This design comes from an exercise in tuning for small area and a short achievable clock period on the open sky130 flow, not from production work. Only simulation tests tie the RTL to the original design; equivalence was not proved. Power figures rest on the tool's default switching activity, not on a simulated workload.

## the previous run
// int_exec
module int_exec (
    input  logic        clk,
    input  logic        rst,
    input  logic        flush,
    input  logic [1:0]  alu_valid,
    input  logic [11:0] alu_prd,
    input  logic [63:0] alu_src1,
    input  logic [63:0] alu_src2,
    input  logic [7:0]  alu_control,
    input  logic [3:0]  alu_src_sel,
    input  logic [63:0] alu_imm,
    input  logic [9:0]  alu_shamt,
    input  logic [1:0]  alu_reg_write,
    input  logic [63:0] alu_pc,
    input  logic [63:0] alu_pc_plus_4,
    input  logic [13:0] alu_rob_idx,
    output logic [1:0]  alu_available,
    output logic [1:0]  alu_result_valid,
    output logic [11:0] alu_result_prd,
    output logic [63:0] alu_result_data,
    output logic [13:0] alu_result_rob_idx,
    input  logic        mul_valid,
    input  logic [5:0]  mul_prd,
    input  logic [31:0] mul_src1,
    input  logic [31:0] mul_src2,
    input  logic        mul_signed_op,
    input  logic [6:0]  mul_rob_idx,
    output logic        mul_available,
    output logic        mul_result_valid,
    output logic [5:0]  mul_result_prd,
    output logic [31:0] mul_result_data,
    output logic [6:0]  mul_result_rob_idx,
    input  logic        div_valid,
    input  logic [5:0]  div_prd,
    input  logic [31:0] div_src1,
    input  logic [31:0] div_src2,
    input  logic        div_signed_op,
    input  logic        div_remainder,
    input  logic [6:0]  div_rob_idx,
    output logic        div_available,
    output logic        div_result_valid,
    output logic [5:0]  div_result_prd,
    output logic [31:0] div_result_data,
    output logic [6:0]  div_result_rob_idx
);
clock: 90.0 ns
lec_check: 0
abc_area: 1
cap_margin: 20
core_margin: 2
core_utilization: 60
slew_margin: 20
standard.sh (not shown) runs the stock make flow with config.mk's settings and CLKGATE_MAP_FILE= SYNTH_SCRIPT=/design/flow/synth_recipe.tcl, a recipe that flattens the netlist after the stock synthesis.
==> flow/flow/run.sh <==
#!/bin/bash
set -euo pipefail
bash standard.sh \
    "BUFFER_PORTS_ARGS=-buffer_cell sky130_fd_sc_hd__buf_1" \
    "CTS_ARGS=-sink_clustering_enable -repair_clock_nets -buf_list sky130_fd_sc_hd__clkbuf_4 -dont_use_dummy_load" \
    SETUP_SLACK_MARGIN=${SETUP_MARGIN:-68.5} finish > flow_make.log 2>&1
The previous run did not stop at any stage, and its layout met the timing, design-rule and antenna checks.
Relative to the previous run, the following input files were edited for the current run:
==> flow/flow/run.sh <==
#!/bin/bash
set -euo pipefail
bash standard.sh \
    "BUFFER_PORTS_ARGS=-buffer_cell sky130_fd_sc_hd__buf_1" \
    "CTS_ARGS=-sink_clustering_enable -repair_clock_nets -buf_list sky130_fd_sc_hd__clkbuf_4 -dont_use_dummy_load -sink_clustering_size 8 -sink_clustering_max_diameter 40" \
    SETUP_SLACK_MARGIN=${SETUP_MARGIN:-69} finish > flow_make.log 2>&1
--- outcome ---
What the previous run reported for violation count after the first detailed-routing iteration has to be multiplied by 1.05 to get the figure for the current run.
Of the current run and the previous run, the run reporting the higher final area was the current run.
Area growth from synthesis to layout in the current run is 0.81 points higher than in the previous run
For the current run, the start point of the critical path was alu_control[4], unlike the previous run, where it was alu_src_sel[0].
Compared with the previous run, in the current run fmax higher; proportion of power drawn by the clock network lower.

== 05-12 ==
int_exec, a different RTL version from the one above (not shown whole).
Size: roughly 39000 µm² of cells after synthesis.
==> flow/config.mk <==
export PLATFORM = sky130hd
export DESIGN_NAME = int_exec
export DESIGN_NICKNAME = int_exec
export VERILOG_FILES = /design/flow/design.v
export SDC_FILE = /design/flow/constraint.sdc
export NUM_CORES = 4
export LEC_CHECK = 0
export ABC_AREA = 1
export CAP_MARGIN = 20
export CORE_MARGIN = 2
export CORE_UTILIZATION = 40
export SLEW_MARGIN = 20
==> flow/constraint.sdc <==
create_clock -name core_clock -period 90.0 [get_ports {clk}]
set_input_delay 18.0000 -clock core_clock [delete_from_list [all_inputs] [get_ports {clk}]]
set_output_delay 18.0000 -clock core_clock [all_outputs]
set_load 0.01 [all_outputs]
run.sh (not shown) runs the stock make flow with config.mk's settings and CLKGATE_MAP_FILE= SYNTH_SCRIPT=/design/flow/synth_recipe.tcl, a recipe that flattens the netlist after the stock synthesis.
Stock flow here: none of the scripts above is used.
05-12: PASS, flow complete, no timing, DRC or antenna violations
diff inputs: 05-12 => 06-06
- putting CTS_BUF_LIST at sky130_fd_sc_hd__clkbuf_4 where nothing was set
==> flow/flow/run.sh (new file) <==
#!/bin/bash
set -euo pipefail
bash standard.sh "BUFFER_PORTS_ARGS=-buffer_cell sky130_fd_sc_hd__buf_1" \
    SETUP_SLACK_MARGIN=${SETUP_MARGIN:-67} finish > flow_make.log 2>&1
==> flow/standard.sh (new file) <==
#!/bin/bash
# synth_recipe.tcl (not shown) runs the flow's synth.tcl, then flattens the netlist and writes it again
# the make line also repeats each setting of config.mk as NAME=value (left out here)
make -C /OpenROAD-flow-scripts/flow DESIGN_CONFIG=/design/flow/config.mk WORK_HOME=/design/flow/orfs CLKGATE_MAP_FILE= SYNTH_SCRIPT=/design/flow/synth_recipe.tcl "${@:-finish}"
removed: flow/run.sh
Results
- 06-06 vs. 05-12: area of all placed cells without fillers went down by about 8%, required time of the critical path rose 0.30 ns, total area of multi-input combinational cells went up 0.58%, share of the clock period used by the worst path after layout moved down.
- From 05-12 to 06-06 the numbers moved as follows: logic depth of the worst path, buffers included fell 1, wire length the detailed router placed on met1 fell about 4%, worst slew margin relative to its limit rose 9.0 points.

[re-timing with driven ports]
The flow's constraints put no driver on any port. The routed layouts listed below were extracted and timed again, unchanged, in two steps. Step 1, drivers: a clkbuf_16 drives clk and a buf_2 each remaining input, both assumed. Step 2 moves the port delays by t, midway between the first and last clock arrival at a register: inputs arrive t later, outputs are due t later. That takes back most of the time a late clock gives input paths. a / b / c = no drivers / after step 1 / after step 2; a / b = the first two.
| run | t, ns | setup WS [ns] | hold WS [ns] | pins driven straight from the clock port |
|---|---|---|---|---|
| the previous run | 0.909 | 68.656 / 68.689 / 67.779 | 0.210 / 0.210 / 0.210 | 1 |
| the current run | 0.868 | 69.030 / 69.064 / 68.196 | 0.285 / 0.285 / 0.285 | 1 |
| 05-12 | 0.704 | 64.675 / 64.687 / 63.983 | 0.307 / 0.307 / 0.307 | 1 |
| 06-06 | 1.049 | 67.128 / 67.155 / 66.106 | 0.277 / 0.277 / 0.277 | 1 |
After both steps setup and hold are still met in every run listed. For 06-06, which loses most, drivers alone change the setup slack by +0.027 ns; drivers and shift together by -1.022 ns.
